From an optimization exercise on the open Yosys and OpenROAD flow, aimed at small area; shortcuts taken in it are not production practice. Function not checked in this run: the RTL went through the layout flow alone. No activity file was given, so power comes from the tool's default toggle rates.

===== flow/standard.sh =====
#!/bin/bash
# synth_recipe.tcl (not shown) runs the flow's synth.tcl, then flattens the netlist and writes it again
# the make line also repeats each setting of config.mk as NAME=value (left out here)
make -C /OpenROAD-flow-scripts/flow DESIGN_CONFIG=/design/flow/config.mk WORK_HOME=/design/flow/orfs CLKGATE_MAP_FILE= SYNTH_SCRIPT=/design/flow/synth_recipe.tcl "${@:-finish}"

===== flow/design.v =====
module carrier_mixer (
  input  logic       if_sign,
  input  logic       if_mag,
  input  logic       carrier_sign,
  input  logic       carrier_mag,
  output logic       mix_sign,
  output logic [2:0] mix_mag
);
  assign mix_mag[0] = ~carrier_mag;
  assign mix_mag[1] =  if_mag | carrier_mag;
  assign mix_mag[2] =  if_mag & carrier_mag;
  assign mix_sign = ~(if_sign ^ carrier_sign);
endmodule
module carrier_nco (
  input  logic        clk,
  input  logic        rstn,
  input  logic        tic_enable,
  input  logic [28:0] f_control,
  output logic [31:0] carrier_val,
  output logic [3:0]  phase_reg       
);
  logic [29:0] accum_reg;
  logic [21:0] cycle_count_reg;
  logic [29:0] sum;
  logic        carry;
  logic [22:0] k;
  logic [21:0] cnt_inc;
  nco_adder2 #(.W(30), .B1(15), .BT(29)) add (
    .a(accum_reg), .b(f_control), .s(sum), .co(carry)
  );
  always_ff @(posedge clk) begin
    if (!rstn) accum_reg <= '0;
    else       accum_reg <= sum;
  end
  assign phase_reg = accum_reg[29:26];
  assign k[0]  = carry;
  assign k[11] = carry & (&cycle_count_reg[10:0]);
  for (genvar i = 0; i < 22; i++) begin : g_cnt
    if (i == 10 || i == 21) begin : g_x
      hx_cell u_hx (.a(cycle_count_reg[i]), .b(k[i]), .s(cnt_inc[i]));
    end else begin : g_h
      ha_cell u_ha (.a(cycle_count_reg[i]), .b(k[i]), .s(cnt_inc[i]), .co(k[i+1]));
    end
  end
  always_ff @(posedge clk) begin
    if (!rstn || tic_enable) cycle_count_reg <= '0;
    else                     cycle_count_reg <= cnt_inc;
  end
  logic        lat_load, lat_hold;
  logic [31:0] cv_next;
  assign lat_load = tic_enable & rstn;
  assign lat_hold = ~tic_enable & rstn;
  for (genvar i = 0; i < 32; i++) begin : g_cv
    logic nv;
    if (i < 10) begin : g_ph
      assign nv = accum_reg[20+i];
    end else begin : g_cc
      assign nv = cycle_count_reg[i-10];
    end
    sel_cell u_sel (.s1(lat_load), .x(nv), .s0(lat_hold), .y(carrier_val[i]), .z(cv_next[i]));
  end
  always_ff @(posedge clk) begin
    carrier_val <= cv_next;
  end
endmodule
module code_nco (
  input  logic        clk,
  input  logic        rstn,
  input  logic        tic_enable,
  input  logic [27:0] f_control,
  output logic        hc_enable,
  output logic [9:0]  code_nco_phase
);
  logic [28:0] accum_reg;
  logic [28:0] sum;
  logic        carry;
  nco_adder2 #(.W(29), .B1(15), .BT(28)) add (
    .a(accum_reg), .b(f_control), .s(sum), .co(carry)
  );
  always_ff @(posedge clk) begin
    if (!rstn) accum_reg <= '0;
    else       accum_reg <= sum;
  end
  logic       lat_load, lat_hold;
  logic [9:0] ph_next;
  assign lat_load = tic_enable & rstn;
  assign lat_hold = ~tic_enable & rstn;
  for (genvar i = 0; i < 10; i++) begin : g_ph
    sel_cell u_sel (.s1(lat_load), .x(accum_reg[19+i]), .s0(lat_hold), .y(code_nco_phase[i]), .z(ph_next[i]));
  end
  always_ff @(posedge clk) begin
    code_nco_phase <= ph_next;
  end
  always_ff @(posedge clk) begin
    hc_enable <= rstn & carry;
  end
endmodule
module nco_adder #(
  parameter int W  = 30,
  parameter int B1 = 10,
  parameter int B2 = 20,
  parameter int BT = 29
) (
  input  logic [W-1:0] a,
  input  logic [BT-1:0] b,     
  output logic [W-1:0] s,
  output logic         co
);
  logic [W:0]   c0;    
  logic [W-1:0] s0;    
  logic [W:0]   t1, t2;  
  logic         cb1, cb2;
  for (genvar i = 0; i < W; i++) begin : g_rc
    if (i == 0 || i == B1 || i == B2) begin : g_z
      ha_cell u_ha (.a(a[i]), .b(b[i]), .s(s0[i]), .co(c0[i+1]));
    end else if (i >= BT) begin : g_t
      ha_cell u_ha (.a(a[i]), .b(c0[i]), .s(s0[i]), .co(c0[i+1]));
    end else begin : g_c
      fa_cell u_fa (.a(a[i]), .b(b[i]), .ci(c0[i]), .s(s0[i]), .co(c0[i+1]));
    end
  end
  assign s[B1-1:0] = s0[B1-1:0];
  assign cb1 = c0[B1];
  assign t1[B1] = cb1;
  for (genvar i = B1; i < B2; i++) begin : g_i1
    if (i == B2 - 1) begin : g_x
      hx_cell u_hx (.a(s0[i]), .b(t1[i]), .s(s[i]));
    end else begin : g_h
      ha_cell u_ha (.a(s0[i]), .b(t1[i]), .s(s[i]), .co(t1[i+1]));
    end
  end
  assign cb2 = c0[B2] | (cb1 & (&s0[B2-1:B1]));
  assign t2[B2] = cb2;
  for (genvar i = B2; i < W; i++) begin : g_i2
    if (i == W - 1) begin : g_x
      hx_cell u_hx (.a(s0[i]), .b(t2[i]), .s(s[i]));
    end else begin : g_h
      ha_cell u_ha (.a(s0[i]), .b(t2[i]), .s(s[i]), .co(t2[i+1]));
    end
  end
  assign co = c0[W] | (cb2 & (&s0[W-1:B2]));
endmodule
module nco_adder2 #(
  parameter int W  = 30,
  parameter int B1 = 15,
  parameter int BT = 29
) (
  input  logic [W-1:0]  a,
  input  logic [BT-1:0] b,     
  output logic [W-1:0]  s,
  output logic          co
);
  logic [W:0]   c0;    
  logic [W-1:0] s0;    
  logic [W:0]   t1;    
  logic         cb1;
  for (genvar i = 0; i < W; i++) begin : g_rc
    if (i == 0 || i == B1) begin : g_z
      ha_cell u_ha (.a(a[i]), .b(b[i]), .s(s0[i]), .co(c0[i+1]));
    end else if (i >= BT) begin : g_t
      ha_cell u_ha (.a(a[i]), .b(c0[i]), .s(s0[i]), .co(c0[i+1]));
    end else begin : g_c
      fa_cell u_fa (.a(a[i]), .b(b[i]), .ci(c0[i]), .s(s0[i]), .co(c0[i+1]));
    end
  end
  assign s[B1-1:0] = s0[B1-1:0];
  assign cb1 = c0[B1];
  assign t1[B1] = cb1;
  for (genvar i = B1; i < W; i++) begin : g_i1
    if (i == W - 1) begin : g_x
      hx_cell u_hx (.a(s0[i]), .b(t1[i]), .s(s[i]));
    end else begin : g_h
      ha_cell u_ha (.a(s0[i]), .b(t1[i]), .s(s[i]), .co(t1[i+1]));
    end
  end
  assign co = c0[W] | (cb1 & (&s0[W-1:B1]));
endmodule
module code_gen (
  input  logic        clk,
  input  logic        rstn,
  input  logic        tic_enable,
  input  logic        hc_enable,
  input  logic        prn_key_enable,
  input  logic [9:0]  prn_key,
  input  logic [10:0] code_slew,
  input  logic        slew_enable,
  output logic        dump_enable,
  output logic [10:0] code_phase,
  output logic        fc_enable,
  output logic        early,
  output logic        prompt,
  output logic        late
);
  logic [9:0]  g1, g2;
  logic        ca_code;
  logic [2:0]  shft_reg;
  logic [10:0] hc_count3;
  logic        hc_half;
  logic [10:0] slew;
  logic        slew_zero;
  logic [2:0]  hc_pos;
  logic        period_end;
  logic        slew_flag;
  logic        slew_trigger;
  logic np, fc_go, fc_stay, hc_go, hc_stay;
  assign np      = ~prn_key_enable;
  assign fc_go   =  fc_enable & np;
  assign fc_stay = ~fc_enable & np;
  assign hc_go   =  hc_enable & np;
  assign hc_stay = ~hc_enable & np;
  logic [9:0] g1_sh, g2_sh, g1_next, g2_next;
  logic       ca_next;
  assign g1_sh = {(g1[7] ^ g1[0]), g1[9:1]};
  assign g2_sh = {(g2[8] ^ g2[7] ^ g2[4] ^ g2[2] ^ g2[1] ^ g2[0]), g2[9:1]};
  for (genvar i = 0; i < 10; i++) begin : g_g
    selor_cell u_g1 (.s1(fc_go), .x(g1_sh[i]), .s0(fc_stay), .y(g1[i]), .c(prn_key_enable), .z(g1_next[i]));
    sel3_cell  u_g2 (.s2(prn_key_enable), .w(prn_key[i]), .s1(fc_go), .x(g2_sh[i]), .s0(fc_stay), .y(g2[i]), .z(g2_next[i]));
  end
  sel_cell u_ca (.s1(fc_go), .x(g1[0] ^ g2[0]), .s0(fc_stay), .y(ca_code), .z(ca_next));
  always_ff @(posedge clk) begin
    g1      <= g1_next;
    g2      <= g2_next;
    ca_code <= ca_next;
  end
  logic [2:0] sr_in, sr_next;
  assign sr_in = {shft_reg[1:0], ca_code};
  for (genvar i = 0; i < 3; i++) begin : g_sr
    sel_cell u_sel (.s1(hc_go), .x(sr_in[i]), .s0(hc_stay), .y(shft_reg[i]), .z(sr_next[i]));
  end
  always_ff @(posedge clk) shft_reg <= sr_next;
  assign early  = shft_reg[2];
  assign prompt = shft_reg[1];
  assign late   = shft_reg[0];
  logic [11:0] h3k;
  logic [10:0] h3inc;
  logic        h3_keep;
  assign h3k[0]  = hc_enable;
  assign h3_keep = ~(prn_key_enable | dump_enable);
  for (genvar i = 0; i < 11; i++) begin : g_h3
    if (i == 10) begin : g_x
      hx_cell u_hx (.a(hc_count3[i]), .b(h3k[i]), .s(h3inc[i]));
    end else begin : g_h
      ha_cell u_ha (.a(hc_count3[i]), .b(h3k[i]), .s(h3inc[i]), .co(h3k[i+1]));
    end
  end
  always_ff @(posedge clk) hc_count3 <= h3inc & {11{h3_keep}};
  logic [10:0] cp_next;
  for (genvar i = 0; i < 11; i++) begin : g_cp
    sel_cell u_sel (.s1(tic_enable), .x(hc_count3[i]), .s0(~tic_enable), .y(code_phase[i]), .z(cp_next[i]));
  end
  always_ff @(posedge clk) code_phase <= cp_next;
  logic [10:0] slew_n;
  assign slew      = ~slew_n;
  assign slew_zero = &slew_n;
  logic [11:0] sb;
  logic [10:0] slew_hs, slew_n_next;
  logic        sl_load, sl_keep;
  assign sb[0]   = hc_enable & ~slew_zero;
  assign sl_load =  slew_trigger & np;
  assign sl_keep = ~slew_trigger & np;
  for (genvar i = 0; i < 11; i++) begin : g_sd
    if (i == 10) begin : g_x
      hx_cell u_hx (.a(slew_n[i]), .b(sb[i]), .s(slew_hs[i]));
    end else begin : g_h
      ha_cell u_ha (.a(slew_n[i]), .b(sb[i]), .s(slew_hs[i]), .co(sb[i+1]));
    end
    selor_cell u_sel (.s1(sl_load), .x(~code_slew[i]), .s0(sl_keep), .y(slew_hs[i]),
                      .c(prn_key_enable), .z(slew_n_next[i]));
  end
  always_ff @(posedge clk) begin
    slew_n    <= slew_n_next;
    fc_enable <= np & hc_enable & slew_zero & hc_half;
    hc_half   <= np & (hc_half ^ (hc_enable & slew_zero));
  end
  logic [11:0] remain_n;
  assign period_end = hc_pos[2] & (remain_n == ~12'd2053);
  logic [12:0] rb;
  logic [11:0] remain_hs, remain_n_next;
  logic        rm_load, rm_keep;
  assign rb[0]   = hc_enable;
  assign rm_load = hc_enable & (hc_pos == 3'd1);
  assign rm_keep = ~rm_load;
  for (genvar i = 0; i < 12; i++) begin : g_rd
    if (i == 11) begin : g_x
      hx_cell u_hx (.a(remain_n[i]), .b(rb[i]), .s(remain_hs[i]));
    end else begin : g_h
      ha_cell u_ha (.a(remain_n[i]), .b(rb[i]), .s(remain_hs[i]), .co(rb[i+1]));
    end
    if (i < 11) begin : g_l
      sel_cell u_sel (.s1(rm_load), .x(~(slew_flag & code_slew[i])), .s0(rm_keep), .y(remain_hs[i]), .z(remain_n_next[i]));
    end else begin : g_t
      assign remain_n_next[i] = rm_load | remain_hs[i];
    end
  end
  always_ff @(posedge clk) remain_n <= remain_n_next;
  always_ff @(posedge clk) begin
    if (prn_key_enable) begin
      hc_pos       <= 3'd0;
      dump_enable  <= 1'b0;
      slew_trigger <= 1'b0;
    end
    else begin
      dump_enable  <= hc_enable & (hc_pos == 3'd3);
      slew_trigger <= hc_enable & (hc_pos == 3'd1) & slew_flag;
      if (hc_enable) begin
        if (period_end)        hc_pos <= 3'd0;
        else if (!hc_pos[2])   hc_pos <= hc_pos + 3'd1;
      end
    end
  end
  always_ff @(posedge clk) begin
    slew_flag <= np & (slew_enable | (slew_flag & ~dump_enable));
  end
endmodule
module selor_cell (
  input  logic s1,
  input  logic x,
  input  logic s0,
  input  logic y,
  input  logic c,
  output logic z
);
  assign z = (s1 & x) | (s0 & y) | c;
endmodule
module sel3_cell (
  input  logic s2,
  input  logic w,
  input  logic s1,
  input  logic x,
  input  logic s0,
  input  logic y,
  output logic z
);
  assign z = (s2 & w) | (s1 & x) | (s0 & y);
endmodule
module epoch_counter (
  input  logic        clk,
  input  logic        rstn,
  input  logic        tic_enable,
  input  logic        dump_enable,
  input  logic        epoch_enable,
  input  logic [10:0] epoch_load,
  output logic [10:0] epoch,
  output logic [10:0] epoch_check
);
  logic [4:0] cycle_count;
  logic [5:0] bit_count;
  logic       cycle_count_overflow;
  logic       bit_count_overflow;
  assign cycle_count_overflow = (cycle_count == 5'd19);
  assign bit_count_overflow   = (bit_count == 6'd49);
  logic [5:0] ck;
  logic [6:0] bk;
  logic [4:0] c_inc;
  logic [5:0] b_inc;
  assign ck[0] = dump_enable;
  assign bk[0] = dump_enable & cycle_count_overflow;
  for (genvar i = 0; i < 5; i++) begin : g_ci
    if (i == 4) begin : g_x
      hx_cell u_hx (.a(cycle_count[i]), .b(ck[i]), .s(c_inc[i]));
    end else begin : g_h
      ha_cell u_ha (.a(cycle_count[i]), .b(ck[i]), .s(c_inc[i]), .co(ck[i+1]));
    end
  end
  for (genvar i = 0; i < 6; i++) begin : g_bi
    if (i == 5) begin : g_x
      hx_cell u_hx (.a(bit_count[i]), .b(bk[i]), .s(b_inc[i]));
    end else begin : g_h
      ha_cell u_ha (.a(bit_count[i]), .b(bk[i]), .s(b_inc[i]), .co(bk[i+1]));
    end
  end
  logic ld, c_keep, b_keep;
  assign ld     = rstn & epoch_enable;
  assign c_keep = rstn & ~epoch_enable & ~(dump_enable & cycle_count_overflow);
  assign b_keep = rstn & ~epoch_enable & ~(bk[0] & bit_count_overflow);
  logic [10:0] cnt_next;
  for (genvar i = 0; i < 5; i++) begin : g_cn
    sel_cell u_sel (.s1(ld), .x(epoch_load[i]), .s0(c_keep), .y(c_inc[i]), .z(cnt_next[i]));
  end
  for (genvar i = 0; i < 6; i++) begin : g_bn
    sel_cell u_sel (.s1(ld), .x(epoch_load[5+i]), .s0(b_keep), .y(b_inc[i]), .z(cnt_next[5+i]));
  end
  always_ff @(posedge clk) begin
    cycle_count <= cnt_next[4:0];
    bit_count   <= cnt_next[10:5];
  end
  logic [10:0] epoch_check_d;
  assign epoch_check_d = {bit_count, cycle_count};
  logic [10:0] ep_next;
  for (genvar i = 0; i < 11; i++) begin : g_ep
    sel_cell u_sel (.s1(tic_enable), .x(epoch_check_d[i]), .s0(~tic_enable), .y(epoch[i]), .z(ep_next[i]));
  end
  always_ff @(posedge clk) begin
    epoch       <= ep_next;
    epoch_check <= epoch_check_d;
  end
endmodule
module accumulator (
  input  logic        clk,
  input  logic        load,           
  input  logic        hold,           
  input  logic        keep_d,         
  input  logic        code_d,
  input  logic        mix_sign_d,
  input  logic [2:0]  mix_p_d,        
  output logic signed [15:0] accumulation
);
  logic [15:0] accum_d;
  logic [15:0] a, b, accum_now;
  logic [16:0] c;
  logic        neg;
  assign neg = code_d ^ mix_sign_d;
  assign a   = accum_d & {16{keep_d}};
  assign b   = {{13{neg}}, mix_p_d ^ {3{code_d}}};
  assign c[0] = neg;
  for (genvar i = 0; i < 16; i++) begin : g_add
    fa_cell u_fa (.a(a[i]), .b(b[i]), .ci(c[i]), .s(accum_now[i]), .co(c[i+1]));
  end
  always_ff @(posedge clk) begin
    accum_d <= accum_now;
  end
  logic [15:0] acc_next;
  for (genvar i = 0; i < 16; i++) begin : g_out
    sel_cell u_sel (.s1(load), .x(accum_now[i]), .s0(hold), .y(accumulation[i]), .z(acc_next[i]));
  end
  always_ff @(posedge clk) begin
    accumulation <= acc_next;
  end
endmodule
module fa_cell (
  input  logic a,
  input  logic b,
  input  logic ci,
  output logic s,
  output logic co
);
  assign s  = a ^ b ^ ci;
  assign co = (a & b) | (a & ci) | (b & ci);
endmodule
module ha_cell (
  input  logic a,
  input  logic b,
  output logic s,
  output logic co
);
  assign s  = a ^ b;
  assign co = a & b;
endmodule
module sel_cell (
  input  logic s1,
  input  logic x,
  input  logic s0,
  input  logic y,
  output logic z
);
  assign z = (s1 & x) | (s0 & y);
endmodule
module hx_cell (
  input  logic a,
  input  logic b,
  output logic s
);
  assign s = a ^ b;
endmodule
module tracking_channel (
  input  logic        clk,
  input  logic        rstn,
  input  logic        if_sign,
  input  logic        if_mag,
  input  logic        pre_tic_enable,
  input  logic        tic_enable,
  input  logic [28:0] carr_nco_fc,
  input  logic [27:0] code_nco_fc,
  input  logic [9:0]  prn_key,
  input  logic        prn_key_enable,
  input  logic [10:0] code_slew,
  input  logic        slew_enable,
  input  logic        epoch_enable,
  input  logic [10:0] epoch_load,
  output logic        dump,
  output logic signed [15:0] i_early,
  output logic signed [15:0] q_early,
  output logic signed [15:0] i_prompt,
  output logic signed [15:0] q_prompt,
  output logic signed [15:0] i_late,
  output logic signed [15:0] q_late,
  output logic [31:0] carrier_val,
  output logic [20:0] code_val,
  output logic [10:0] epoch,
  output logic [10:0] epoch_check,
  output logic        test_point_01,
  output logic        test_point_02,
  output logic        test_point_03
);
  logic        hc_enable, fc_enable;
  logic        dump_enable;
  logic        early_code, prompt_code, late_code;
  logic [3:0]  phase_reg;
  logic        if_sign_d, if_mag_d;
  logic        rstn_d, dump_d;
  logic        early_d, prompt_d, late_d;
  always_ff @(posedge clk) begin
    if_sign_d <= if_sign;
    if_mag_d  <= if_mag;
    rstn_d    <= rstn;
    dump_d    <= dump_enable;
    early_d   <= early_code;
    prompt_d  <= prompt_code;
    late_d    <= late_code;
  end
  assign dump = dump_enable;
  logic carrier_i_sign, carrier_i_mag, carrier_q_sign, carrier_q_mag;
  always_comb begin
    case (phase_reg)
      4'd15, 4'd0:  {carrier_i_sign, carrier_i_mag, carrier_q_sign, carrier_q_mag} = 4'b1011;
      4'd1,  4'd2:  {carrier_i_sign, carrier_i_mag, carrier_q_sign, carrier_q_mag} = 4'b1110;
      4'd3,  4'd4:  {carrier_i_sign, carrier_i_mag, carrier_q_sign, carrier_q_mag} = 4'b1100;
      4'd5,  4'd6:  {carrier_i_sign, carrier_i_mag, carrier_q_sign, carrier_q_mag} = 4'b1001;
      4'd7,  4'd8:  {carrier_i_sign, carrier_i_mag, carrier_q_sign, carrier_q_mag} = 4'b0001;
      4'd9,  4'd10: {carrier_i_sign, carrier_i_mag, carrier_q_sign, carrier_q_mag} = 4'b0100;
      4'd11, 4'd12: {carrier_i_sign, carrier_i_mag, carrier_q_sign, carrier_q_mag} = 4'b0110;
      default:      {carrier_i_sign, carrier_i_mag, carrier_q_sign, carrier_q_mag} = 4'b0011;
    endcase
  end
  logic        mix_i_sign, mix_q_sign;
  logic [2:0]  mix_i_mag,  mix_q_mag;
  carrier_mixer i_cos (
    .if_sign      (if_sign_d),
    .if_mag       (if_mag_d),
    .carrier_sign (carrier_i_sign),
    .carrier_mag  (carrier_i_mag),
    .mix_sign     (mix_i_sign),
    .mix_mag      (mix_i_mag)
  );
  carrier_mixer q_sin (
    .if_sign      (if_sign_d),
    .if_mag       (if_mag_d),
    .carrier_sign (carrier_q_sign),
    .carrier_mag  (carrier_q_mag),
    .mix_sign     (mix_q_sign),
    .mix_mag      (mix_q_mag)
  );
  logic [2:0] mag_i_g, mag_q_g, p_i, p_q;
  logic       keep_d;
  assign mag_i_g = mix_i_mag & {3{rstn_d}};
  assign mag_q_g = mix_q_mag & {3{rstn_d}};
  assign p_i     = mag_i_g ^ {3{mix_i_sign}};
  assign p_q     = mag_q_g ^ {3{mix_q_sign}};
  assign keep_d  = ~dump_d & rstn_d;
  logic acc_load, acc_hold;
  assign acc_load = dump_enable & rstn;
  assign acc_hold = ~dump_enable & rstn;
  carrier_nco carrnco (
    .clk         (clk),
    .rstn        (rstn),
    .tic_enable  (tic_enable),
    .f_control   (carr_nco_fc),
    .carrier_val (carrier_val),
    .phase_reg   (phase_reg)
  );
  code_nco codenco (
    .clk           (clk),
    .rstn          (rstn),
    .tic_enable    (pre_tic_enable),
    .f_control     (code_nco_fc),
    .hc_enable     (hc_enable),
    .code_nco_phase(code_val[9:0])
  );
  code_gen codegen (
    .clk            (clk),
    .rstn           (rstn),
    .tic_enable     (tic_enable),
    .hc_enable      (hc_enable),
    .prn_key_enable (prn_key_enable),
    .prn_key        (prn_key),
    .code_slew      (code_slew),
    .slew_enable    (slew_enable),
    .dump_enable    (dump_enable),
    .code_phase     (code_val[20:10]),
    .fc_enable      (fc_enable),
    .early          (early_code),
    .prompt         (prompt_code),
    .late           (late_code)
  );
  epoch_counter epc (
    .clk          (clk),
    .rstn         (rstn),
    .tic_enable   (tic_enable),
    .dump_enable  (dump_enable),
    .epoch_enable (epoch_enable),
    .epoch_load   (epoch_load),
    .epoch        (epoch),
    .epoch_check  (epoch_check)
  );
  accumulator ie (.clk(clk), .load(acc_load), .hold(acc_hold), .keep_d(keep_d),
                  .code_d(early_d),  .mix_sign_d(mix_i_sign), .mix_p_d(p_i), .accumulation(i_early));
  accumulator ip (.clk(clk), .load(acc_load), .hold(acc_hold), .keep_d(keep_d),
                  .code_d(prompt_d), .mix_sign_d(mix_i_sign), .mix_p_d(p_i), .accumulation(i_prompt));
  accumulator il (.clk(clk), .load(acc_load), .hold(acc_hold), .keep_d(keep_d),
                  .code_d(late_d),   .mix_sign_d(mix_i_sign), .mix_p_d(p_i), .accumulation(i_late));
  accumulator qe (.clk(clk), .load(acc_load), .hold(acc_hold), .keep_d(keep_d),
                  .code_d(early_d),  .mix_sign_d(mix_q_sign), .mix_p_d(p_q), .accumulation(q_early));
  accumulator qp (.clk(clk), .load(acc_load), .hold(acc_hold), .keep_d(keep_d),
                  .code_d(prompt_d), .mix_sign_d(mix_q_sign), .mix_p_d(p_q), .accumulation(q_prompt));
  accumulator ql (.clk(clk), .load(acc_load), .hold(acc_hold), .keep_d(keep_d),
                  .code_d(late_d),   .mix_sign_d(mix_q_sign), .mix_p_d(p_q), .accumulation(q_late));
  assign test_point_01 = hc_enable;
  assign test_point_02 = fc_enable;
  assign test_point_03 = prompt_code;
endmodule

===== flow/config.mk =====
export PLATFORM = sky130hd
export DESIGN_NAME = tracking_channel
export DESIGN_NICKNAME = tracking_channel
export VERILOG_FILES = /design/flow/design.v
export SDC_FILE = /design/flow/constraint.sdc
export NUM_CORES = 4
export LEC_CHECK = 0
export CAP_MARGIN = 0
export CORE_MARGIN = 2
export CORE_UTILIZATION = 55
export SLEW_MARGIN = 0
export SYNTH_HIERARCHICAL = 1

===== flow/constraint.sdc =====
create_clock -name core_clock -period 10.0 [get_ports {clk}]
set_input_delay 2.0000 -clock core_clock [delete_from_list [all_inputs] [get_ports {clk}]]
set_output_delay 2.0000 -clock core_clock [all_outputs]
set_load 0.01 [all_outputs]

===== flow/flow/run.sh =====
#!/bin/bash
# Layout flow: the standard ORFS flow (standard.sh, unchanged synthesis),
# with two settings changed:
#  - every input and output port still gets its own buffer, but a small
#    buf_1 instead of the default delay buffer (repair may resize it);
#  - clock tree: no dummy loads, smaller clock buffers.
# Each tool's full output is kept in orfs/logs; make's output in standard.log.
set -euo pipefail
export BUFFER_PORTS_ARGS="-buffer_cell sky130_fd_sc_hd__buf_1"
export CTS_ARGS="-sink_clustering_enable -repair_clock_nets -dont_use_dummy_load -buf_list sky130_fd_sc_hd__clkbuf_8 -sink_clustering_size 16 -sink_clustering_max_diameter 60"
bash standard.sh > standard.log 2>&1

==> notes.md <==
- Simple-gate area share of the yosys netlist: 9.42%
- Hold Path Sink: epc.epoch_check[6]$_DFF_P_
- Drt via density: 5.28
- Number of synthesis warnings: 12
- Area growth from synthesis to layout: 11.2%
- Cell area after layout: 19400 um^2
- Core ar.: 31400 um^2
- Synthesized area: 17500 um^2
- Synth top area cells: dfxtp_1 (50%), fa_1 (17%), a22o_1 (9.3%)
- First-pass GRT wire length: 56900 um
- Post-synthesis xor/xnor area fraction: 2.61%
- CP max-delay cell: fa_1
- Final Skew: 0.0512 ns
- Die W: 182 um
- DR WL/cell: 17.3 um
- Fin crit period: 9.69 ns
- CP dominant cell by count: ha_1
- Power per cell area: 290 nW/um^2
- Row cnt: 65
- Top cell type's share of synthesized area: 49.7%
- Clock transition at path regs: 0.10 ns
- Count leader, synth: dfxtp_1
- Worst hold start: epc.bit_count[1]$_DFF_P_
- Post-synth top cells: dfxtp_1 (433), a22o_1 (186), and2_1 (180)
- Commonest register cell after synthesis: dfxtp_1
- Nature of the critical path startpoint: primary input
- Initial antenna violation count: 5
- Routed WL: 34400 um
- Syn Inst Count: 1307
- Nets: 1928
- Max IR drop VDD: 0.161 mV
- Post-synth cell types: 40
- Number of global-route vias before repair: 10.8k
- Status: no timing/DRC/antenna violations
- CP required: 10.43 ns
- Max-slew violation count: 0
- # IOs: 273
- Syn Area/Cell: 13.4 um^2
- # setup viols final: 0
- Worst Path Max Fanout: 2
- Clock Latency Late Sink: 0.55 ns
- Register area share after synthesis: 49.7%
- Share of layout cells above drive strength 1: 6.94%
- Final worst path period share: 96.9%
- Leakage: 8.31 nW
- Total congestion overflow: 0
- Slew margin rel.: 30.5%
- Max FFs per register: 32
- FMAX: 103 MHz
- RSZ-0062 raised after global routing: no
- Flops & latches, synth: 433
- Vias post-DR: 10.5k
- R2R cell count: 22
- CP Class: primary input to flop
- CTS H-tree lvls: 2
- Initial Util: 55.6%
- Hold crit path type: flop to flop
- Critical Path Max Stage Delay: 0.39 ns
- Synth Area in Compound Gates: 11.7%
- Largest net degree at the start of global routing: 93
- Area leader, netlist: dfxtp_1
- Startpoint of the worst register-to-register path: carrnco.accum_reg[28]$_SDFF_PN0_
- Reg area: 8670 um^2
- CTS tree: built
- Placed instance area: 18900 um^2
- CTS buffer count: 37
- Combinational family with the most area after synthesis: adder cells
- Multi-input combinational cell area: 8440 um^2
- Buf/Inv on CP: 1
- DR pass1 iterations: 5
- ANT nets after route: 0
- Worst-margin pin slew: 1.04 ns
- Adder-cell share of the synthesized area: 23.9%
- Number of synthesized flops with an enable pin: 0
- Setup slack, reg-to-reg: 0.93 ns
- Number of max-cap violations: 0
- Initial DRC count: 443
- Placer Congestion: 0.787
- Reg2reg end: qp.accumulation[15]$_DFF_P_
- Crit path DAT: 10.12 ns
- Mux share of post-synthesis cell area: 0%
- Hold Worst Slack: 0.373 ns
- CP Capture Type: flop
- All-Layer GR Usage: 21.1%
- CP top delay family: adder cells
- Worst Hold Depth: 0
- Sink Count: 433
- Number of I/O port buffers: 272
- # fillers: 2650
- Full die area: 33200 um^2
- Worst-case clock buffer depth: 3
- Final hold vios: 0
- Root Driver: clkbuf_8
- Chip Height: 182 um
- Remaining routing DRC violations: 0
- Total setup buffers inserted after CTS: 0
- Post-DP HPWL: 24200 um
- Ys async rst share: 0%
- Mapped Nets: 1649
[cells in the final DEF, fill, tap and decap left out, drive strengths merged, types with 3 or more instances in the layout]
cell type / instances
dfxtp: 433
buf: 289
and2: 195
a22o: 186
fa: 149
ha: 95
clkbuf: 39
xor2: 39
inv: 31
a221o: 21
nand2: 19
nand4: 15
xnor2: 13
a222oi: 10
nor2: 9
nor2b: 7
a21oi: 6
diode: 4
nor3: 4
nand3: 3
nor3b: 3
[modules after synthesis (local to each module, per instance), excerpt]
module,cells inside,flip-flops and latches,times used,area (um^2)
sel_cell,1,0,186,8.76
carrier_mixer,4,0,2,26.3
hx_cell,1,0,9,8.76
carrier_nco,151,84,1,2130
fa_cell,1,0,149,20.0
code_gen,165,77,1,2040
accumulator,53,32,6,783
sel3_cell,2,0,10,13.8
tracking_channel,29,7,1,285
epoch_counter,41,33,1,714
code_nco,75,40,1,1020
selor_cell,1,0,21,10.0
[what timing repair did]
action	CTS	global route
hold buffers	0	0
gates resized for setup	0	10
setup endpoints to repair	0	6
[layer usage]
metal  global-route usage (%)  vias up  wire length, um
met5                        0        -               13
met4                     6.71        2              976
met3                     5.81       60             2110
met2                     32.2      225            15600
met1                     29.5     5152            15700
li1                         -     5078                -
[worst max path at each step]
stage | start | end | slack [ns] | cells after the start
2_1_floorplan | carr_nco_fc[0] | carrnco.accum_reg[29]$_SDFF_PN0_ | 0.02 | 31
3_3_place_gp | carr_nco_fc[15] | carrnco.cycle_count_reg[20]$_SDFF_PN0_ | -0.29 | 31
3_5_place_dp | carr_nco_fc[15] | carrnco.cycle_count_reg[20]$_SDFF_PN0_ | -0.58 | 31
4_1_cts | carr_nco_fc[15] | carrnco.cycle_count_reg[20]$_SDFF_PN0_ | 0.02 | 31
5_1_grt | carr_nco_fc[15] | carrnco.cycle_count_reg[21]$_SDFF_PN0_ | 0.01 | 32
6_report | code_nco_fc[0] | codenco.accum_reg[28]$_SDFF_PN0_ | 0.31 | 31
[stage by stage]
step	util, %	worst slack [ns]	std cells	setup TNS (ns)	power [mW]
final	61.8	0.310	1990	0	5.62
after global routing	61.8	0.0140	1988	0	6.20
after detailed placement	60.1	-0.576	1949	-3.85	4.79
after global placement	60.1	-0.289	1949	-1.49	4.73
after floorplan	-	0.0233	1307	0	4.23
after CTS	61.7	0.0198	1986	0	5.70
[cell families after synthesis]
family / after synthesis
buffers and inverters: 82
adder cells (fa/ha/maj): 244
AO/OA/AOI/OAI: 230
flip-flops: 433
XOR/XNOR: 52
AND/OR/NAND/NOR: 266
[where the power goes]
group	leakage [nW]	internal (mW)	total, mW	switching [mW]
Sequential	3.56	2.16	2.32	0.159
Clock	0.266	0.333	0.862	0.529
Combinational	4.48	1.13	2.44	1.32
[area by class of cell]
type	instances	share of cell area [%]
inverter	31	0.599
clock buffer	37	2.62
tap	402	2.59
timing repair buffer	291	6.01
sequential	433	44.6
antenna	4	0.0516
multi-input combinational	792	43.5

## re-timing with driven ports
The flow's constraints put no driver on any port. The routed layout listed below was extracted and timed again, unchanged, in two steps. Step 1, drivers: a clkbuf_16 drives clk and a buf_2 each remaining input, both assumed. Step 2 adds t to the input delays and takes it off the output delays; t is the mean of the earliest and latest rising clock arrival at the registers after step 1. Input paths then give back, and output paths get back, about the clock's delay inside the block. Slacks: ideal ports / drivers / drivers and shift; pairs: ideal ports / drivers.
t, ns: 0.572
setup slack, ns: 0.310 / 0.323 / -0.249
worst hold slack (ns): 0.373 / 0.373 / 0.373
With both steps, setup timing fails in this run, where it was met with ideal ports. For this run, drivers alone change the setup slack by +0.013 ns; drivers and shift together by -0.559 ns.
